This is an optimization exercise on Yosys and OpenROAD, whose aim is small area, not a production implementation. At most, simulation tests tie the RTL to the original design; equivalence was not proved. No functional check of the RTL was part of runs 2 and 3. Power is estimated from default activity; no workload was simulated.

File: design.v
`timescale 1ns / 1ps
module router_fifo(clk,rstn,soft_rst,write_enb,read_enb,lfd_state,data_in,empty,full,data_out);
        input clk,rstn,soft_rst;
        input write_enb,read_enb,lfd_state;
        input [7:0] data_in;
        output empty,full;
        output [7:0] data_out;
        reg [7:0] data_out;
        reg [4:0] rd_pointer, wr_pointer;
        reg [6:0] count;
        reg [8:0] mem [15:0];  
        reg lfd_state_t;
        integer i;
        always@(posedge clk)
        begin
            if(!rstn)
            lfd_state_t <= 0;
            else
            lfd_state_t <= lfd_state;
        end
        always@(posedge clk)
        begin
            if(!rstn)
            data_out <= 8'b0;
            else if(soft_rst)
            data_out <= 8'b0;
            else if((read_enb)&&(!empty))
            data_out <= mem[rd_pointer[3:0]][7:0];
            else if(count == 0)
            data_out <= 8'b0;
        end
        always@(posedge clk)
        begin
            if((!rstn) || (soft_rst))
            begin
                for(i=0;i<16;i=i+1)
                mem[i] <= 0;
            end
            else if((write_enb) && (!full))
            begin
                if(lfd_state_t)
                begin
                    mem[wr_pointer[3:0]][8] <= 1'b1;
                    mem[wr_pointer[3:0]][7:0] <= data_in;
                end
                else
                begin
                    mem[wr_pointer[3:0]][8] <= 1'b0;
                    mem[wr_pointer[3:0]][7:0] <= data_in;
                end
            end
         end
         always@(posedge clk)
         begin
            if(!rstn)
            begin
                wr_pointer <= 1'b0;
            end
            else if((write_enb) && (!full))
            begin
                wr_pointer <= wr_pointer + 1'b1;
            end
         end
         always@(posedge clk)
         begin
            if(!rstn)
            begin
                rd_pointer <= 1'b0;
            end
            else if((read_enb) && (!empty))
            begin
                rd_pointer <= rd_pointer + 1'b1;
            end
         end
         always@(posedge clk)
         begin
            if(!rstn)
            count <= 7'd0;
            else if((read_enb) && (!empty))
            begin
                if(mem[rd_pointer[3:0]][8] == 1'b1)
                count <= mem[rd_pointer[3:0]][7:2] + 1'b1;
                else if(count != 0)
                count <= count - 1;
            end
         end
         assign full = (wr_pointer == ({~rd_pointer[4],rd_pointer[3:0]}));
         assign empty = (rd_pointer == wr_pointer);
endmodule
File: constraint.sdc
create_clock -name core_clock -period 5.0 [get_ports {clk}]
set_input_delay 1.0000 -clock core_clock [delete_from_list [all_inputs] [get_ports {clk}]]
set_output_delay 1.0000 -clock core_clock [all_outputs]
set_load 0.01 [all_outputs]
File: run.sh
#!/bin/bash
# synth_recipe.tcl (not shown) runs the flow's synth.tcl, then flattens the netlist and writes it again
# the make line also repeats each setting of config.mk as NAME=value (left out here)
make -C /OpenROAD-flow-scripts/flow DESIGN_CONFIG=/design/flow/config.mk WORK_HOME=/design/flow/orfs CLKGATE_MAP_FILE= SYNTH_SCRIPT=/design/flow/synth_recipe.tcl finish
File: config.mk
export PLATFORM = sky130hd
export DESIGN_NAME = router_fifo
export DESIGN_NICKNAME = router_fifo
export VERILOG_FILES = /design/flow/design.v
export SDC_FILE = /design/flow/constraint.sdc
export NUM_CORES = 4
export LEC_CHECK = 0
export CAP_MARGIN = 20
export CORE_MARGIN = 2
export CORE_UTILIZATION = 40
export PLACE_DENSITY = 0.6
export SLEW_MARGIN = 20
==> results.sh, run 1 <==
export IMPL_grt_pass1_vias=4908
export IMPL_drv_cap=0
export IMPL_min_from="data_out[2]"
export IMPL_reg2reg_depth=6
export IMPL_cts_tree="built"
export IMPL_slowest_delay_ns=0.70
export IMPL_postCtsSetupRepairBufs=0
export IMPL_core_mm2=0.01965
export IMPL_htreeDepth=4
export IMPL_first_iter_violations=421
export IMPL_finalSetupTns_ns=0
export IMPL_vdd_ir_drop_max_v=0.0002156
export IMPL_max_freq_mhz=259.8
export IMPL_fin_crit_ns=3.849
export IMPL_pin_count=24
export IMPL_crit_required_ns=5.09
export IMPL_yosysUniqueCellTypes=45
export IMPL_syn_num_nets=617
export IMPL_die_w_um=146.1
export IMPL_hold_viol=0
export IMPL_synth_seq_area_share=0.6096
export IMPL_clkSinkCount=174
export IMPL_crit_family="simple AND/OR/NAND/NOR gates"
export IMPL_cts_repair_resized=0
export IMPL_async_flop_share=0
export IMPL_min_path_cells=2
export IMPL_cts_hold_buf=0
export IMPL_fin_total_pwr_w=0.003592
export IMPL_dieArea_mm2=0.02135
export IMPL_critical_path_arrival_ns=3.94
export IMPL_multi_input_area_mm2=0.002978
export IMPL_fin_skew_ns=0.01140
export IMPL_portBuffers=23
export IMPL_layout_nets=644
export IMPL_clk_pin_slew_ns=0.06
export IMPL_syn_area_mm2=0.008079
export IMPL_hold_path_class="reg -> reg"
export IMPL_overflow=0
export IMPL_vias_per_cell=5.482
export IMPL_fin_crit_sh=0.7697
export IMPL_insertion_delay_ns=0.44
export IMPL_drc=0
export IMPL_cp_num_buf_inv=2
export IMPL_r2r_slack_ns=1.64
export IMPL_rr_endpoint="mem[2][0]"
export IMPL_slowest_stage="nor3_1"
export IMPL_grt_max_degree=38
export IMPL_clk_path_buf_depth=2
export IMPL_syn_area_per_cell_um2=13.56
export IMPL_syn2layout_area_growth_pct=13.81
export IMPL_fillers=1771
export IMPL_die_y_um=146.1
export IMPL_drt_wl_total_mm=19.68
export IMPL_fin_util=0.4679
export IMPL_max_slew_margin_rel=0.3926
export IMPL_antenna_found_initial=2
export IMPL_mostFrequentLayoutCell="and2_1"
export IMPL_synth_flop_cell="edfxtp_1"
export IMPL_r2r_start="wr_pointer[2]"
export IMPL_crit_chain="clkdlybuf4s50_1 -> inv_1 -> nor2_1 -> nand3_1 -> nor3_1 -> nand2b_1"
export IMPL_setup_viol=0
export IMPL_tightest_slew_ns=0.9099
export IMPL_most_common_layout_cells="and2_1, edfxtp_1, mux4_2"
export IMPL_drv_slew=0
export IMPL_outcome="complete, no violations"
export IMPL_p_per_area_mw_per_mm2=390.6
export IMPL_critPathMaxFanout=16
export IMPL_dp_hpwl_mm=13.13
export IMPL_diodes=0
export IMPL_leakagePower_nw=3.311
export IMPL_startpoint_type="input port"
export IMPL_start_util=0.4111
export IMPL_grt_pass1_wl_mm=29.77
export IMPL_regArea_mm2=0.004926
export IMPL_yosysWarningCount=1
export IMPL_end_kind="flip-flop"
export IMPL_rows=51
export IMPL_drive_gt1_frac=0.1433
export IMPL_ant_nets=0
export IMPL_whs_endpoint="data_out[2]"
export IMPL_drt_pass1_iter_count=5
export IMPL_grt_util_all_layers=0.1902
export IMPL_ys_ff_latch=174
export IMPL_ctsRootBufferMaster="clkbuf_16"
export IMPL_post_drt_wl_per_cell_um=21.86
export IMPL_place_gp_congestion=0.8347
export IMPL_numCtsBuffers=17
export IMPL_setup_worst_path_class="in -> reg"
export IMPL_rsz0062_at_grt="false"
export IMPL_synth_edf_count=144
export IMPL_vias=4934
export IMPL_syn_inst=596
[sequential cells by signal (all words and copies together), names as in the netlist, named ones only]
register	cells
rd_pointer	5
mem	144
wr_pointer	5
count	7
lfd_state_t	1
data_out	8
[cell families after synthesis]
group                    Yosys count  share of synthesized area
AND/OR/NAND/NOR                  258                     0.1797
flip-flops                       174                     0.6096
AO/OA/AOI/OAI                     53                    0.03996
multiplexers                      48                     0.1192
buffers and inverters             39                    0.02230
XOR/XNOR                          17                    0.01843
adder cells (fa/ha/maj)            7                    0.01084
[cell type report]
cell class	instances	area share
sequential	174	0.5357
multi-input combinational	383	0.3239
clock buffer	19	0.04708
timing repair buffer	39	0.03810
tap	265	0.03606
clock inverter	12	0.01592
inverter	8	0.003266
[power breakdown]
| part | total (W) | switching, W | internal (W) |
|---|---|---|---|
| clock | 0.00132 | 0.000543 | 0.000777 |
| combinational | 0.000559 | 0.000314 | 0.000244 |
| sequential | 0.00171 | 0.0000732 | 0.00164 |
[cells in the mapped netlist (all sizes together), types with 5 or more instances]
cell type  instances  share of area
mux4              38           0.11
nor2              36          0.017
nand2             23          0.011
mux2               6         0.0084
xor2              10          0.011
and2             147           0.11
o21ai             17          0.011
ha                 7          0.011
xnor2              7         0.0076
nor3               7         0.0043
edfxtp           144           0.54
nand4              5         0.0039
nand3             17          0.011
dfxtp             30          0.074
clkbuf            18         0.0084
nand2b            10         0.0077
buf               13          0.010
inv                7         0.0033
a21oi             17          0.011
[metal layers]
layer  vias up  track usage  wire (um)
met2       165       0.3009       9522
met4         2      0.06019        401
met5         -            0         13
li1       2224            -          -
met1      2518       0.2597       8473
met3        25      0.04781       1264
[through the flow]
step	hold slack [ns]	std cells	cell area (um^2)	setup WS [ns]
6_report	0.4627	900	9195	1.151
5_1_grt	0.4933	900	9195	0.8168
4_1_cts	0.4675	900	9191	1.214
3_5_place_dp	0.4589	869	8612	0.8046
3_3_place_gp	0.4561	869	8612	1.055
2_1_floorplan	0.4588	596	8079	2.199
[worst max path at each step]
stage,startpoint,end,slack (ns),cells past startpoint
5_1_grt,rstn,mem[2][6],0.82,6
2_1_floorplan,rstn,mem[6][0],2.20,5
3_5_place_dp,rstn,mem[2][5],0.80,6
6_report,rstn,mem[2][0],1.15,6
3_3_place_gp,rstn,mem[2][3],1.06,6
4_1_cts,rstn,mem[2][2],1.21,6
[worst min-delay path: cells and delay by family (launching register included)]
kind,cells,cell delay [ns]
DFF,1,0.31
AOI/OAI and AO/OA,1,0.05
and+or+nand+nor,1,0.06
==> run 2: changes to the inputs <==
==> design.v (replaced) <==
module router_fifo(clk,rstn,soft_rst,write_enb,read_enb,lfd_state,data_in,empty,full,data_out);
        input clk,rstn,soft_rst;
        input write_enb,read_enb,lfd_state;
        input [7:0] data_in;
        output empty,full;
        output reg [7:0] data_out;
        reg [4:0] rp, wp;
        reg [8:0] mem [0:15];
        reg       lfd_t;
        reg       cnz;
        reg [5:0] cm;
        wire [3:0] weq = wp[3:0] ^ rp[3:0];
        wire       lo_eq = ~|weq;
        assign empty = lo_eq & (wp[4] == rp[4]);
        assign full  = lo_eq & (wp[4] != rp[4]);
        wire wr = write_enb & ~full;
        wire rd = read_enb & ~empty;
        wire [3:0] ra = 4'b1 << rp[1:0];
        wire [3:0] rb = 4'b1 << rp[3:2];
        wire [3:0] wa = 4'b1 << wp[1:0];
        wire [3:0] wb = 4'b1 << wp[3:2];
        reg [8:0] E;
        integer k;
        always @* begin
            E = 9'd0;
            for (k = 0; k < 16; k = k + 1)
                E = E | (mem[k] & {9{ra[k%4] & rb[k/4]}});
        end
        always @(posedge clk) begin
            if (!rstn) lfd_t <= 1'b0;
            else       lfd_t <= lfd_state;
        end
        wire [8:0] wdata = {lfd_t, data_in} & {9{~soft_rst}};
        integer i;
        always @(posedge clk) begin
            for (i = 0; i < 16; i = i + 1)
                if (soft_rst || (wr && wa[i%4] && wb[i/4]))
                    mem[i] <= wdata;
        end
        always @(posedge clk) begin
            if (!rstn) begin
                wp <= 5'd0;
                rp <= 5'd0;
            end else begin
                if (wr) wp <= wp + 5'd1;
                if (rd) rp <= rp + 5'd1;
            end
        end
        always @(posedge clk) begin
            if (!rstn || soft_rst)
                data_out <= 8'd0;
            else if (rd || !cnz)
                data_out <= E[7:0] & {8{rd}};
        end
        always @(posedge clk) begin
            if (rd) begin
                if (E[8]) cm <= E[7:2];
                else      cm <= cm - 6'd1;
            end
        end
        always @(posedge clk) begin
            if (!rstn)
                cnz <= 1'b0;
            else if (rd) begin
                if (E[8])            cnz <= 1'b1;
                else if (cm == 6'd0) cnz <= 1'b0;
            end
        end
endmodule
--- a/config.mk
+++ b/config.mk
@@ -7,6 +7,9 @@
 export LEC_CHECK = 0
 export CAP_MARGIN = 20
 export CORE_MARGIN = 2
-export CORE_UTILIZATION = 40
-export PLACE_DENSITY = 0.6
+export CORE_UTILIZATION = 65
+export CTS_BUF_LIST = sky130_fd_sc_hd__clkbuf_4 sky130_fd_sc_hd__clkbuf_8
+export CTS_CLUSTER_DIAMETER = 50
+export CTS_CLUSTER_SIZE = 16
+export PLACE_DENSITY = 0.75
 export SLEW_MARGIN = 20
==> run 2 against run 1 <==
  * Register-to-register slack improved by 0.35 ns
  * Sequential cell count fell by 4
  * Critical path depth fell by 1
  * Wire length fell by 20%
  * Clock skew fell by 0.0018 ns
  * Sequential share of layout area rose by 11 points
  * Non-clock buffer count fell by 10
  * Worst setup slack improved by 0.49 ns
  * Final area fell by 17%
  * Clock power fell by 39%
==> results.sh, run 2 <==
export IMPL_dieArea_mm2=0.01163
export IMPL_synth_top_family_by_area="compound AO/OA/AOI/OAI gates"
export IMPL_die_w_um=107.8
export IMPL_ctsRootBufferMaster="clkbuf_8"
export IMPL_async_flop_share=0
export IMPL_largest_register_ffs=144
export IMPL_whs_endpoint="data_out[3]"
export IMPL_antenna_found_initial=0
export IMPL_syn_area_per_cell_um2=15.04
export IMPL_startpoint_type="flip-flop"
export IMPL_drv_cap=0
export IMPL_outcome="complete, no violations"
export IMPL_p_per_area_mw_per_mm2=392.3
export IMPL_synth_xor_xnor_area_share=0.01875
export IMPL_synth_seq_area_share=0.7000
export IMPL_core_mm2=0.01042
export IMPL_setup_viol=0
export IMPL_holdWs_ns=0.4835
export IMPL_crit_required_ns=4.00
export IMPL_most_common_layout_cells="edfxtp_1, nand2_1, a22oi_1"
export IMPL_clkSinkCount=170
export IMPL_pin_count=24
export IMPL_top_regs="mem: 144 flops, data_out: 8 flops, cm: 6 flops"
export IMPL_rr_endpoint="cm[3]"
export IMPL_min_path_cells=1
export IMPL_grt_util_all_layers=0.2938
export IMPL_clk_pin_slew_ns=0.08
export IMPL_synth_common_cells="edfxtp_1, a22oi_1, nand2_1"
export IMPL_htreeDepth=4
export IMPL_vdd_ir_drop_max_v=0.0002956
export IMPL_synth_fa_ha_area_frac=0.01786
export IMPL_cts_hold_buf=0
export IMPL_syn_area_mm2=0.007007
export IMPL_grt_busiest_layer="met2"
export IMPL_die_y_um=107.8
export IMPL_met3_usage=0.07385
export IMPL_start_util=0.6727
export IMPL_fin_crit_sh=0.6726
export IMPL_drt_wl_total_mm=15.80
export IMPL_dpl_cell_area_mm2=0.007271
export IMPL_r2r_start="rp[0]"
export IMPL_synth_area_mux_share=0.03482
export IMPL_clk_path_buf_depth=2
export IMPL_finalSetupTns_ns=0
export IMPL_synth_simple_area_share=0.05679
export IMPL_max_slew_margin_rel=0.3199
export IMPL_grt_use_met2=0.4564
export IMPL_yosysTopAreaCell="edfxtp_1"
export IMPL_insertion_delay_ns=0.45
export IMPL_yosysWarningCount=2
export IMPL_synth_area_leaders="edfxtp_1, dfxtp_1, a22oi_1"
export IMPL_numCtsBuffers=17
export IMPL_portBuffers=23
export IMPL_drive_gt1_frac=0.1336
export IMPL_ys_ff_latch=170
export IMPL_critical_path_arrival_ns=2.36
export IMPL_yosysUniqueCellTypes=54
export IMPL_globalRouteMet1Util=0.4101
export IMPL_fin_util=0.7285
export IMPL_layout_nets=506
export IMPL_dp_hpwl_mm=9.407
export IMPL_vias_per_cell=6.676
export IMPL_synth_edf_count=150
export IMPL_post_drt_wl_per_cell_um=25.08
export IMPL_rows=37
export IMPL_synth_compound_area_share=0.1395
export IMPL_max_freq_mhz=297.3
export IMPL_stdcell_area_mm2=0.007589
export IMPL_reg2reg_depth=8
export IMPL_hold_path_class="reg -> reg"
export IMPL_tightest_slew_ns=1.018
export IMPL_grt_max_degree=41
export IMPL_min_from="data_out[3]"
export IMPL_synth_flop_cell="edfxtp_1"
export IMPL_drc=0
export IMPL_ant_nets=0
export IMPL_vias=4206
export IMPL_postCtsSetupRepairBufs=0
export IMPL_fin_crit_ns=3.363
export IMPL_cts_repair_resized=0
export IMPL_mostFrequentLayoutCell="edfxtp_1"
export IMPL_setup_worst_path_class="reg -> out"
export IMPL_cts_tree="built"
export IMPL_top_register="mem"
export IMPL_leakagePower_nw=2.554
export IMPL_grt_pass1_wl_mm=23.87
export IMPL_multi_input_area_mm2=0.001876
export IMPL_synth_most_common_cell="edfxtp_1"
export IMPL_critPathMaxFanout=40
export IMPL_first_iter_violations=446
export IMPL_syn_inst=466
export IMPL_grt_pass1_vias=4109
export IMPL_rsz0062_at_grt="false"
export IMPL_fillers=686
export IMPL_overflow=0
export IMPL_synth_top_area_share=0.6429
export IMPL_syn_num_nets=490
export IMPL_hold_viol=0
export IMPL_diodes=0
export IMPL_end_kind="output port"
export IMPL_drv_slew=0
export IMPL_fin_skew_ns=0.009594
export IMPL_regArea_mm2=0.004905
export IMPL_r2r_slack_ns=1.99
export IMPL_syn2layout_area_growth_pct=8.304
export IMPL_place_gp_congestion=0.7956
export IMPL_drt_pass1_iter_count=5
run 2: changes by cell type after synthesis, sizes merged, moves of 8 or more:
cell    delta
mux4      -38
nor2      -21
a22oi     +26
nor2b      +8
o21ai      -8
mux2i      +8
a31o      +13
dfxtp     -10
a221oi     +8
clkbuf    -10
buf       +11
and2     -144
a222oi    +10
run 2: worst max-delay path by stage:
stage,from,endpoint,slack (ns),cells past startpoint
2_1_floorplan,soft_rst,mem[15][0],2.77,3
3_3_place_gp,soft_rst,mem[11][8],1.74,2
3_5_place_dp,soft_rst,mem[11][8],1.58,2
4_1_cts,rp[3],empty,1.64,5
5_1_grt,rp[3],full,1.50,5
6_report,rp[3],empty,1.64,5
run 2: power breakdown:
| part | total, W | switching (W) | internal, W |
|---|---|---|---|
| registers | 0.00172 | 0.0000468 | 0.00168 |
| logic | 0.000450 | 0.000287 | 0.000163 |
| clock network | 0.000803 | 0.000465 | 0.000338 |
| total | 0.00298 | 0.000799 | 0.00218 |
run 2: worst max-delay path, cell delays in order (launching register included):
cell and delay, ns:
dfxtp_1 0.31, buf_4 0.48, xnor2_1 0.21, nand4_2 0.23, nor2_1 0.14, clkdlybuf4s50_1 0.55
run 2: cells by family (layout without fill, tap and decap cells):
logic type,count (synthesis),count (layout)
buffers and inverters,44,72
xor gates and xnor gates,15,15
adders and majority gates,10,10
DFF,170,170
and+or+nand+nor,81,81
muxes,23,23
AOI/OAI and AO/OA,123,123
run 2: area by class of cell:
class | instances | area share
well taps | 136 | 0.02242
clock inverters | 13 | 0.01072
flip-flops and latches | 170 | 0.6463
multi-input cells | 252 | 0.2472
repair buffers | 29 | 0.03561
clock buffers | 18 | 0.03182
inverters | 12 | 0.005936
run 2: per-stage QoR:
| step | power [W] | setup WS [ns] | instances |
|---|---|---|---|
| floorplan | 0.002040 | 2.767 | 466 |
| global placement | 0.002181 | 1.743 | 599 |
| detailed placement | 0.002201 | 1.576 | 599 |
| CTS | 0.002978 | 1.639 | 630 |
| global route | 0.003085 | 1.496 | 630 |
| finish | 0.002977 | 1.637 | 630 |
run 2: per-layer routing:
metal  vias to the layer above  share of wire
met3                        36          0.096
li1                       1875              -
met4                         0          0.030
met1                      2072           0.40
met5                         -              0
met2                       223           0.47
==> run 3: changes to the inputs <==
==> config.mk (replaced) <==
export PLATFORM = sky130hd
export DESIGN_NAME = router_fifo
export DESIGN_NICKNAME = router_fifo
export VERILOG_FILES = /design/flow/design.v
export SDC_FILE = /design/flow/constraint.sdc
export NUM_CORES = 4
export LEC_CHECK = 0
export CAP_MARGIN = 20
export CORE_MARGIN = 2
export CORE_UTILIZATION = 40
export CTS_BUF_LIST = sky130_fd_sc_hd__clkbuf_8
export CTS_CLUSTER_DIAMETER = 80
export CTS_CLUSTER_SIZE = 24
export PLACE_DENSITY = 0.6
export SLEW_MARGIN = 20
==> run 3 against run 2 <==
  * Cell count rose by 15%
  * Sequential cell count unchanged
  * Sequential power about the same
  * Count of clock-buffer cells in the layout down 1
  * Die area increased by 60%
  * Wire length increased by 5.0%
  * Worst hold slack got worse by 0.015 ns
  * Worst setup slack better by 0.039 ns
  * Clock power grew 21%
  * Non-clock buffer count up 2
  * Utilization fell by 28 points
  * First-iteration DRC count down 16%
  * Critical path type unchanged
==> results.sh, run 3 <==
export IMPL_outcome="complete, no violations"
export IMPL_switchingPower_w=0.0008547
export IMPL_cts_tree="built"
export IMPL_cts_repair_resized=0
export IMPL_critPathMaxFanout=15
export IMPL_drv_cap=0
export IMPL_p_int_w=0.002294
export IMPL_synth_top_area_share=0.6429
export IMPL_slowest_delay_ns=0.75
export IMPL_fillers=1513
export IMPL_setup_viol=0
export IMPL_yosysTopAreaCell="edfxtp_1"
export IMPL_dieArea_mm2=0.01859
export IMPL_max_freq_mhz=300.9
export IMPL_syn2layout_area_growth_pct=11.48
export IMPL_synth_area_leaders="edfxtp_1, dfxtp_1, a22oi_1"
export IMPL_leakagePower_nw=2.613
export IMPL_crit_family="flip-flops"
export IMPL_numCtsBuffers=17
export IMPL_finalSetupTns_ns=0
export IMPL_end_kind="output port"
export IMPL_cts_hold_buf=0
export IMPL_slowest_stage="dfxtp_1"
export IMPL_syn_inst=466
export IMPL_async_flop_share=0
export IMPL_grt_pass1_vias=4226
export IMPL_largest_register_ffs=144
export IMPL_synth_seq_area_share=0.7000
export IMPL_diodes=0
export IMPL_grt_pass1_wl_mm=25.30
export IMPL_setup_worst_path_class="reg -> out"
export IMPL_portBuffers=23
export IMPL_combPwrFrac=0.144
export IMPL_cp_num_buf_inv=1
export IMPL_vias_per_cell=5.717
export IMPL_tightest_slew_ns=1.048
export IMPL_drc=0
export IMPL_top_register="mem"
export IMPL_synth_flop_cell="edfxtp_1"
export IMPL_fin_crit_sh=0.6647
export IMPL_dp_hpwl_mm=10.40
export IMPL_overflow=0
export IMPL_vdd_ir_drop_max_v=0.0002469
export IMPL_fin_skew_ns=0.01073
export IMPL_synth_edf_count=150
export IMPL_drt_pass1_iter_count=5
export IMPL_yosysUniqueCellTypes=54
export IMPL_syn_area_mm2=0.007007
export IMPL_min_from="data_out[3]"
export IMPL_vias=4128
export IMPL_r2r_start="rp[0]"
export IMPL_critical_path_arrival_ns=2.32
export IMPL_die_w_um=136.4
export IMPL_crit_chain="xnor2_1 -> nand4_2 -> nor2_1 -> clkdlybuf4s50_1"
export IMPL_grt_max_degree=35
export IMPL_post_drt_wl_per_cell_um=22.98
export IMPL_clk_pin_slew_ns=0.09
export IMPL_clkSinkCount=170
export IMPL_rows=48
export IMPL_start_util=0.4065
export IMPL_drt_wl_total_mm=16.60
export IMPL_antenna_found_initial=0
export IMPL_insertion_delay_ns=0.46
export IMPL_whs_endpoint="data_out[3]"
export IMPL_min_path_cells=1
export IMPL_startpoint_type="flip-flop"
export IMPL_place_gp_congestion=0.8431
export IMPL_drive_gt1_frac=0.1549
export IMPL_postCtsSetupRepairBufs=0
export IMPL_top_regs="mem: 144 flops, data_out: 8 flops, cm: 6 flops"
export IMPL_crit_required_ns=4.00
export IMPL_mostFrequentLayoutCell="edfxtp_1"
export IMPL_rr_endpoint="cm[2]"
export IMPL_hold_viol=0
export IMPL_synth_common_cells="edfxtp_1, a22oi_1, nand2_1"
export IMPL_max_slew_margin_rel=0.2996
export IMPL_die_y_um=136.4
export IMPL_clk_path_buf_depth=2
export IMPL_layout_nets=508
export IMPL_holdWs_ns=0.4682
export IMPL_first_iter_violations=373
export IMPL_clock_power_share=0.309
export IMPL_drv_slew=0
export IMPL_core_mm2=0.01724
export IMPL_ys_ff_latch=170
export IMPL_syn_num_nets=490
export IMPL_fin_crit_ns=3.324
export IMPL_ant_nets=0
export IMPL_p_per_area_mw_per_mm2=403.1
export IMPL_most_common_layout_cells="edfxtp_1, nand2_1, a22oi_1"
export IMPL_syn_area_per_cell_um2=15.04
export IMPL_pwr_share_seq=0.547
export IMPL_grt_util_all_layers=0.1906
export IMPL_pin_count=24
export IMPL_yosysWarningCount=2
export IMPL_p_sw_frac=0.2714
export IMPL_ctsRootBufferMaster="clkbuf_8"
export IMPL_rsz0062_at_grt="false"
export IMPL_synth_most_common_cell="edfxtp_1"
export IMPL_r2r_slack_ns=2.04
export IMPL_htreeDepth=4
export IMPL_hold_path_class="reg -> reg"
export IMPL_reg2reg_depth=8
-- run 3: worst register-to-register path, cell delays in order, from the launching register on --
cell and delay (ns):
dfxtp_1 0.37, inv_1 0.12, ha_1 0.70, buf_4 0.37, nand2_1 0.07, o21ai_0 0.16
a21oi_1 0.07, o211ai_2 0.45, mux2_2 0.40
-- run 3: power by group through the flow --
stage	Combinational [W]	Sequential, W	Clock (W)
detailed placement	0.000456	0.00175	0
floorplan	0.000299	0.00174	0
finish	0.000455	0.00172	0.000972
global placement	0.000448	0.00175	0
global route	0.000495	0.00173	0.00104
CTS	0.000458	0.00172	0.000989
-- run 3: stage by stage --
step	power (W)	cell area, um^2	setup WS, ns	cells	utilization
2_1_floorplan	0.002040	7007	2.767	466	-
3_3_place_gp	0.002198	7397	2.042	690	0.4292
3_5_place_dp	0.002210	7397	1.928	690	0.4292
4_1_cts	0.003169	7796	1.647	722	0.4523
5_1_grt	0.003269	7811	1.530	722	0.4532
6_report	0.003149	7811	1.676	722	0.4532
-- run 3: cell type report --
type / count / area, um^2 / share of cell area
Clock buffer: 17 / 234.0 / 0.02995
Clock inverter: 15 / 165.2 / 0.02114
Inverter: 12 / 45.04 / 0.005766
Multi-Input combinational cell: 252 / 1891 / 0.2420
Sequential cell: 170 / 4905 / 0.6279
Tap cell: 225 / 281.5 / 0.03604
Timing Repair Buffer: 31 / 290.3 / 0.03716
-- run 3: routing by layer --
metal / part of all wire / GRT usage / wire length, um / vias up
met3: 0.046 / 0.03579 / 760 / 20
met2: 0.51 / 0.3194 / 8390 / 125
li1: - / - / - / 1872
met5: 0 / 0 / 0 / -
met4: 0.020 / 0.07697 / 336 / 0
met1: 0.43 / 0.2442 / 7108 / 2111
-- run 3: worst max-delay path by stage --
stage / start / endpoint / slack [ns] / cells after the start
2_1_floorplan: soft_rst / mem[15][0] / 2.77 / 3
3_3_place_gp: soft_rst / mem[12][6] / 2.04 / 3
3_5_place_dp: soft_rst / mem[5][0] / 1.93 / 3
4_1_cts: rp[3] / full / 1.65 / 4
5_1_grt: rp[3] / full / 1.53 / 4
6_report: rp[3] / full / 1.68 / 4
-- run 3: cell families (layout without fill, tap and decap cells) --
group,after synthesis,in the layout,synth area share
multiplexers,23,23,0.03482
XOR/XNOR,15,15,0.01875
AND/OR/NAND/NOR,81,81,0.05679
buffers and inverters,44,75,0.03232
flip-flops,170,170,0.7000
AO/OA/AOI/OAI,123,123,0.1395
adder cells (fa/ha/maj),10,10,0.01786
==> run 4: changes to the inputs <==
--- a/design.v
+++ b/design.v
@@ -15,17 +15,7 @@
         assign full  = lo_eq & (wp[4] != rp[4]);
         wire wr = write_enb & ~full;
         wire rd = read_enb & ~empty;
-        wire [3:0] ra = 4'b1 << rp[1:0];
-        wire [3:0] rb = 4'b1 << rp[3:2];
-        wire [3:0] wa = 4'b1 << wp[1:0];
-        wire [3:0] wb = 4'b1 << wp[3:2];
-        reg [8:0] E;
-        integer k;
-        always @* begin
-            E = 9'd0;
-            for (k = 0; k < 16; k = k + 1)
-                E = E | (mem[k] & {9{ra[k%4] & rb[k/4]}});
-        end
+        wire [8:0] E = mem[rp[3:0]];
         always @(posedge clk) begin
             if (!rstn) lfd_t <= 1'b0;
             else       lfd_t <= lfd_state;
@@ -34,7 +24,7 @@
         integer i;
         always @(posedge clk) begin
             for (i = 0; i < 16; i = i + 1)
-                if (soft_rst || (wr && wa[i%4] && wb[i/4]))
+                if (soft_rst || (wr && wp[3:0] == i))
                     mem[i] <= wdata;
         end
         always @(posedge clk) begin
@@ -47,10 +37,14 @@
             end
         end
         always @(posedge clk) begin
-            if (!rstn || soft_rst)
+            if (!rstn)
                 data_out <= 8'd0;
-            else if (rd || !cnz)
-                data_out <= E[7:0] & {8{rd}};
+            else if (soft_rst)
+                data_out <= 8'd0;
+            else if (rd)
+                data_out <= E[7:0];
+            else if (!cnz)
+                data_out <= 8'd0;
         end
         always @(posedge clk) begin
             if (rd) begin
--- a/config.mk
+++ b/config.mk
@@ -8,8 +8,5 @@
 export CAP_MARGIN = 20
 export CORE_MARGIN = 2
 export CORE_UTILIZATION = 40
-export CTS_BUF_LIST = sky130_fd_sc_hd__clkbuf_8
-export CTS_CLUSTER_DIAMETER = 80
-export CTS_CLUSTER_SIZE = 24
 export PLACE_DENSITY = 0.6
 export SLEW_MARGIN = 20
==> run 4 against run 3 <==
  * Still clean
  * Critical path depth did not move
  * Sequential share of layout area decreased by 4.2 points
  * Clock power up 42%
  * Synthesized cell count increased by 5.4%
  * Worst hold slack better by 0.011 ns
  * Critical path type unchanged
  * Largest power group unchanged
==> results.sh, run 4 <==
export IMPL_slowest_delay_ns=0.82
export IMPL_top_regs="mem: 144 flops, data_out: 8 flops, cm: 6 flops"
export IMPL_clkSinkCount=170
export IMPL_rsz0062_at_grt="false"
export IMPL_fin_skew_ns=0.01044
export IMPL_layout_nets=535
export IMPL_setup_worst_path_class="reg -> out"
export IMPL_syn_inst=491
export IMPL_htreeDepth=4
export IMPL_postCtsSetupRepairBufs=0
export IMPL_clock_power_share=0.372
export IMPL_most_common_layout_cells="edfxtp_1, nand2_1, a22oi_1"
export IMPL_numCtsBuffers=17
export IMPL_p_int_w=0.002750
export IMPL_drt_pass1_iter_count=7
export IMPL_portBuffers=23
export IMPL_critical_path_arrival_ns=2.53
export IMPL_drv_cap=0
export IMPL_clk_path_buf_depth=2
export IMPL_top_register="mem"
export IMPL_drt_wl_total_mm=18.63
export IMPL_finalSetupTns_ns=0
export IMPL_ys_ff_latch=170
export IMPL_syn_area_per_cell_um2=14.93
export IMPL_pwr_share_seq=0.469
export IMPL_synth_top_area_share=0.6145
export IMPL_crit_required_ns=4.00
export IMPL_crit_chain="xnor2_1 -> nand4_2 -> nor2_1 -> clkdlybuf4s50_1"
export IMPL_stdcell_area_mm2=0.008369
export IMPL_syn_num_nets=515
export IMPL_fin_util=0.4659
export IMPL_async_flop_share=0
export IMPL_slowest_stage="dfxtp_1"
export IMPL_synth_flop_cell="edfxtp_1"
export IMPL_combPwrFrac=0.159
export IMPL_dp_hpwl_mm=11.53
export IMPL_end_kind="output port"
export IMPL_outcome="complete, no violations"
export IMPL_post_drt_wl_per_cell_um=24.74
export IMPL_grt_util_all_layers=0.1970
export IMPL_p_per_area_mw_per_mm2=442.5
export IMPL_tightest_slew_ns=1.111
export IMPL_dpl_cell_area_mm2=0.007742
export IMPL_grt_pass1_vias=4478
export IMPL_diodes=0
export IMPL_ant_nets=0
export IMPL_die_y_um=139.4
export IMPL_fin_crit_ns=3.528
export IMPL_hold_path_class="reg -> reg"
export IMPL_drc=0
export IMPL_hold_viol=0
export IMPL_drv_slew=0
export IMPL_core_mm2=0.01796
export IMPL_vias=4430
export IMPL_grt_pass1_wl_mm=27.86
export IMPL_yosysUniqueCellTypes=75
export IMPL_synth_common_cells="edfxtp_1, a22oi_1, nand2_1"
export IMPL_insertion_delay_ns=0.43
export IMPL_antenna_found_initial=0
export IMPL_synth_area_leaders="edfxtp_1, dfxtp_1, a22oi_1"
export IMPL_holdWs_ns=0.4787
export IMPL_dieArea_mm2=0.01942
export IMPL_max_slew_margin_rel=0.2568
export IMPL_overflow=0
export IMPL_startpoint_type="flip-flop"
export IMPL_clk_pin_slew_ns=0.06
export IMPL_synth_edf_count=150
export IMPL_place_gp_congestion=0.7869
export IMPL_yosysTopAreaCell="edfxtp_1"
export IMPL_rows=49
export IMPL_synth_seq_area_share=0.6692
export IMPL_leakagePower_nw=2.807
export IMPL_fin_crit_sh=0.7057
export IMPL_start_util=0.4080
export IMPL_p_sw_frac=0.2574
export IMPL_vdd_ir_drop_max_v=0.0002555
export IMPL_setup_viol=0
export IMPL_synth_most_common_cell="edfxtp_1"
export IMPL_grt_max_degree=45
export IMPL_switchingPower_w=0.0009531
export IMPL_pin_count=24
export IMPL_syn_area_mm2=0.007330
export IMPL_largest_register_ffs=144
export IMPL_drive_gt1_frac=0.1412
export IMPL_die_w_um=139.4
export IMPL_cts_repair_resized=0
export IMPL_max_freq_mhz=283.4
export IMPL_critPathMaxFanout=17
export IMPL_ctsRootBufferMaster="clkbuf_16"
export IMPL_mostFrequentLayoutCell="edfxtp_1"
export IMPL_cts_hold_buf=0
export IMPL_vias_per_cell=5.883
export IMPL_cts_tree="built"
export IMPL_first_iter_violations=427
export IMPL_syn2layout_area_growth_pct=14.19
export IMPL_yosysWarningCount=2
-- run 4: changes by cell type after synthesis, moves of 4 or more --
| cell | delta |
|---|---|
| mux2_2 | -8 |
| and2_1 | +7 |
| nand3_1 | -5 |
| a222oi_1 | -4 |
| nor2b_1 | +4 |
| o2bb2ai_1 | -4 |
-- run 4: cells by family after synthesis --
| group | count (synthesis) | synth area share |
|---|---|---|
| flops | 170 | 0.6692 |
| fa+ha+maj | 10 | 0.01707 |
| compound gates | 140 | 0.1625 |
| mux | 17 | 0.02936 |
| xor+xnor | 17 | 0.02032 |
| buf+inv | 40 | 0.02799 |
| simple gates | 97 | 0.07358 |
-- run 4: per-layer routing --
metal,track usage,vias up,part of all wire
met5,0,-,0
li1,-,1998,-
met3,0.04267,36,0.063
met2,0.3297,169,0.50
met4,0.08878,0,0.031
met1,0.2461,2227,0.41
-- run 4: final cells by class --
cell class,instances,area [um^2]
Timing Repair Buffer,32,297.8
Fill cell,1558,9594
Clock inverter,9,136.4
Tap cell,229,286.5
Sequential cell,170,4905
Inverter,9,33.78
Multi-Input combinational cell,281,2220
Clock buffer,23,490.5
-- run 4: stage by stage --
stage | std cells | setup WS, ns | power, W
after global placement | 721 | 1.810 | 0.002334
after detailed placement | 721 | 1.572 | 0.002349
after global routing | 753 | 1.302 | 0.003832
final | 753 | 1.472 | 0.003703
after floorplan | 491 | 2.774 | 0.002149
after CTS | 753 | 1.469 | 0.003715
-- run 4: final timing paths --
kind | slack, ns | end | from | cells past startpoint
setup / recovery | 1.47 | full | rp[2] | 4
hold / removal | 0.48 | data_out[1] | data_out[1] | 2
setup reg to reg | 1.94 | cm[2] | rp[1] | 6
hold reg to reg | 0.48 | data_out[1] | data_out[1] | 2
-- run 4: worst max-delay path: cells and delay by family, from the launching register on --
kind	cells	cell delay, ns
XOR/XNOR	1	0.21
buffers and inverters	1	0.56
flip-flops	1	0.82
AND/OR/NAND/NOR	2	0.52
-- run 4: power groups by stage --
stage	registers, W	logic [W]	clock network, W
after floorplan	0.00175	0.000402	0
after global placement	0.00176	0.000572	0
after detailed placement	0.00177	0.000583	0
after CTS	0.00174	0.000587	0.00139
after global routing	0.00175	0.000630	0.00145
final	0.00174	0.000587	0.00138
==> run 5: changes to the inputs <==
==> design.v (replaced) <==
module router_fifo(clk,rstn,soft_rst,write_enb,read_enb,lfd_state,data_in,empty,full,data_out);
        input clk,rstn,soft_rst;
        input write_enb,read_enb,lfd_state;
        input [7:0] data_in;
        output empty,full;
        output reg [7:0] data_out;
        reg [8:0] mem [0:15];
        reg       lfd_t;
        reg [4:0] s;
        reg [4:0] z;
        reg       cnz;
        reg [5:0] cm;
        assign empty = s[4];
        assign full  = ~s[4] & (&s[3:0]);
        wire wr = write_enb & ~full;
        wire rd = read_enb & ~empty;
        wire [4:0] s_nx = (wr & ~rd) ? s + 5'd1 : (rd & ~wr) ? s - 5'd1 : s;
        wire [8:0] E = z[4] ? mem[s[3:0]] : 9'd0;
        always @(posedge clk) begin
            if (!rstn) lfd_t <= 1'b0;
            else       lfd_t <= lfd_state;
        end
        integer i;
        always @(posedge clk) begin
            if (wr) begin
                mem[0] <= {lfd_t, data_in};
                for (i = 1; i < 16; i = i + 1)
                    mem[i] <= mem[i-1];
            end
        end
        always @(posedge clk) begin
            if (!rstn) s <= 5'h1f;
            else       s <= s_nx;
        end
        always @(posedge clk) begin
            if (!rstn)
                z <= 5'h1f;
            else if (soft_rst)
                z <= s_nx;
            else if (rd && !z[4])
                z <= z - 5'd1;
        end
        always @(posedge clk) begin
            if (!rstn || soft_rst)
                data_out <= 8'd0;
            else if (rd || !cnz)
                data_out <= E[7:0] & {8{rd}};
        end
        always @(posedge clk) begin
            if (rd) begin
                if (E[8]) cm <= E[7:2];
                else      cm <= cm - 6'd1;
            end
        end
        always @(posedge clk) begin
            if (!rstn)
                cnz <= 1'b0;
            else if (rd) begin
                if (E[8])            cnz <= 1'b1;
                else if (cm == 6'd0) cnz <= 1'b0;
            end
        end
endmodule
--- a/config.mk
+++ b/config.mk
@@ -8,5 +8,8 @@
 export CAP_MARGIN = 20
 export CORE_MARGIN = 2
 export CORE_UTILIZATION = 40
+export CTS_BUF_LIST = sky130_fd_sc_hd__clkbuf_8
+export CTS_CLUSTER_DIAMETER = 80
+export CTS_CLUSTER_SIZE = 24
 export PLACE_DENSITY = 0.6
 export SLEW_MARGIN = 20
==> run 5 against run 4 <==
  * Highest routed layer unchanged
  * Largest power group unchanged
  * Clock skew down 0.00075 ns
  * Critical path type unchanged
  * Non-clock buffer count down 2
  * Die area down 4.8%
==> results.sh, run 5 <==
export IMPL_clk_path_buf_depth=2
export IMPL_top_register="mem"
export IMPL_max_freq_mhz=288.7
export IMPL_async_flop_share=0
export IMPL_crit_required_ns=4.00
export IMPL_die_y_um=136.0
export IMPL_core_mm2=0.01718
export IMPL_setup_viol=0
export IMPL_syn_inst=468
export IMPL_critPathMaxFanout=19
export IMPL_grt_util_all_layers=0.1687
export IMPL_syn_area_mm2=0.006967
export IMPL_yosysUniqueCellTypes=72
export IMPL_start_util=0.4056
export IMPL_clk_pin_slew_ns=0.08
export IMPL_grt_max_degree=145
export IMPL_fin_crit_ns=3.464
export IMPL_drt_pass1_iter_count=5
export IMPL_ys_ff_latch=170
export IMPL_setup_worst_path_class="reg -> out"
export IMPL_portBuffers=23
export IMPL_yosysTopAreaCell="edfxtp_1"
export IMPL_synth_edf_count=150
export IMPL_grt_pass1_wl_mm=23.47
export IMPL_most_common_layout_cells="edfxtp_1, a22oi_1, nand2_1"
export IMPL_r2r_start="s[2]"
export IMPL_htreeDepth=4
export IMPL_p_per_area_mw_per_mm2=577.6
export IMPL_fillers=1546
export IMPL_grt_pass1_vias=4154
export IMPL_yosysWarningCount=2
export IMPL_globalRouteMet1Util=0.2483
export IMPL_outcome="complete, no violations"
export IMPL_fin_total_pwr_w=0.004479
export IMPL_top_regs="mem: 144 flops, data_out: 8 flops, cm: 6 flops"
export IMPL_ctsRootBufferMaster="clkbuf_8"
export IMPL_end_kind="output port"
export IMPL_diodes=0
export IMPL_startpoint_type="flip-flop"
export IMPL_critical_path_arrival_ns=2.46
export IMPL_place_gp_congestion=0.7924
export IMPL_min_from="lfd_t"
export IMPL_pin_count=24
export IMPL_synth_compound_area_share=0.1449
export IMPL_regArea_mm2=0.004905
export IMPL_rr_endpoint="z[3]"
export IMPL_cp_num_cells=5
export IMPL_crit_chain="buf_4 -> nand2_1 -> nor2_1 -> ha_1 -> clkdlybuf4s50_1"
export IMPL_finalSetupTns_ns=0
export IMPL_syn_area_per_cell_um2=14.89
export IMPL_rsz0062_at_grt="false"
export IMPL_max_slew_margin_rel=0.4857
export IMPL_dp_hpwl_mm=9.067
export IMPL_mostFrequentLayoutCell="edfxtp_1"
export IMPL_cts_hold_buf=0
export IMPL_synth_xor_xnor_area_share=0.01257
export IMPL_synth_seq_area_share=0.7040
export IMPL_fin_skew_ns=0.009693
export IMPL_postCtsSetupRepairBufs=0
export IMPL_largest_register_ffs=144
export IMPL_hold_path_class="reg -> reg"
export IMPL_crit_path_start="s[2]"
export IMPL_synth_area_leaders="edfxtp_1, dfxtp_1, a22oi_1"
export IMPL_post_drt_wl_per_cell_um=20.29
export IMPL_vias=4152
export IMPL_synth_area_mux_share=0.02425
export IMPL_insertion_delay_ns=0.46
export IMPL_synth_most_common_cell="edfxtp_1"
export IMPL_r2r_slack_ns=2.16
export IMPL_reg2reg_depth=10
export IMPL_drive_gt1_frac=0.1120
export IMPL_fin_crit_sh=0.6929
export IMPL_synth_common_cells="edfxtp_1, a22oi_1, nand2_1"
export IMPL_drc=0
export IMPL_vdd_ir_drop_max_v=0.0003071
export IMPL_drt_wl_total_mm=14.71
export IMPL_tightest_slew_ns=0.7519
export IMPL_synth_flop_cell="edfxtp_1"
export IMPL_multi_input_area_mm2=0.001829
export IMPL_die_w_um=136.0
export IMPL_first_iter_violations=474
export IMPL_synth_fa_ha_area_frac=0.01437
export IMPL_cts_tree="built"
export IMPL_slowest_delay_ns=0.63
export IMPL_cp_num_buf_inv=2
export IMPL_synth_top_area_share=0.6466
export IMPL_clkSinkCount=170
export IMPL_dieArea_mm2=0.01849
export IMPL_grt_busiest_layer="met1"
export IMPL_ant_nets=0
export IMPL_rows=48
export IMPL_drv_slew=0
export IMPL_syn2layout_area_growth_pct=11.31
export IMPL_synth_top_family_by_area="compound AO/OA/AOI/OAI gates"
export IMPL_grt_use_met2=0.2424
export IMPL_overflow=0
export IMPL_leakagePower_nw=2.601
export IMPL_hold_viol=0
export IMPL_met3_usage=0.04251
export IMPL_crit_family="buffers and inverters"
export IMPL_syn_num_nets=490
export IMPL_slowest_stage="dfxtp_1"
export IMPL_vias_per_cell=5.727
export IMPL_cts_repair_resized=0
export IMPL_drv_cap=0
export IMPL_synth_simple_area_share=0.06645
export IMPL_antenna_found_initial=0
export IMPL_layout_nets=509
export IMPL_numCtsBuffers=17
export IMPL_critPathCapture="full"
## run 5: how the worst min path moves through the flow
stage / depth (start not counted) / slack [ns] / end
floorplan: 0 / 0.39 / mem[0][8]
global placement: 0 / 0.39 / mem[0][8]
detailed placement: 0 / 0.39 / mem[0][8]
CTS: 0 / 0.42 / mem[0][8]
global route: 0 / 0.43 / mem[0][8]
finish: 0 / 0.41 / mem[0][8]
## run 5: logic make-up after synthesis
kind of cell,after synthesis
AOI/OAI and AO/OA,133
muxes,14
and+or+nand+nor,89
adders and majority gates,8
buffers and inverters,44
xor gates and xnor gates,10
DFF,170
## run 5: where the power goes
part           internal, W  switching, W
clock network     0.000443      0.000512
registers          0.00192      0.000177
logic             0.000536      0.000888
## run 5: final cells by class
class	instances	share of cell area
Clock inverter	15	0.01985
Tap cell	225	0.03630
Timing Repair Buffer	30	0.03808
Sequential cell	170	0.6325
Inverter	14	0.007260
Multi-Input combinational cell	254	0.2359
Clock buffer	17	0.03017
## run 5: metrics by stage
step / hold slack [ns] / area, um^2 / util / setup slack (ns) / std cells
after CTS: 0.4163 / 7755 / 0.4515 / 1.508 / 725
after global placement: 0.3945 / 7367 / 0.4289 / 2.081 / 693
after global routing: 0.4300 / 7755 / 0.4515 / 1.358 / 725
after floorplan: 0.3855 / 6970 / - / 0.3326 / 468
final: 0.4145 / 7755 / 0.4515 / 1.536 / 725
after detailed placement: 0.3950 / 7367 / 0.4289 / 2.039 / 693
## run 5: routing by layer
metal	up-vias	part of all wire
met5	-	0
li1	1892	-
met2	141	0.45
met1	2096	0.47
met4	0	0.018
met3	23	0.058

## separate check: timing with driven ports
No port has a modelled driver above. Below, the same layouts with a new extraction and two added sets of constraints.
Step 1, drivers: a clkbuf_16 drives clk and a buf_2 each remaining input, both assumed.
Step 2 times the ports against the registers' clock, not the clock port: input delays grow and output delays shrink by t, the midpoint of the rising clock arrivals with the driver on.
a / b / c = ideal ports / drivers / drivers and shift; a / b = the first two.
run | shift t [ns] | setup slack, ns | latest minus earliest clock arrival (ns) | slew at the worst register clock pin (ns)
run 1 | 0.476 | 1.151 / 1.167 / 0.691 | 0.011 / 0.011 | 0.07 / 0.07
run 2 | 0.478 | 1.637 / 1.605 / 1.950 | 0.012 / 0.012 | 0.09 / 0.09
run 3 | 0.490 | 1.676 / 1.641 / 1.974 | 0.011 / 0.011 | 0.09 / 0.09
run 4 | 0.467 | 1.472 / 1.428 / 1.621 | 0.014 / 0.014 | 0.07 / 0.07
run 5 | 0.494 | 1.536 / 1.499 / 1.994 | 0.011 / 0.011 | 0.09 / 0.09
After both steps every run listed still meets setup and hold. The setup slack of run 1, which loses most, moves by +0.016 ns with the drivers and by -0.460 ns with both steps.
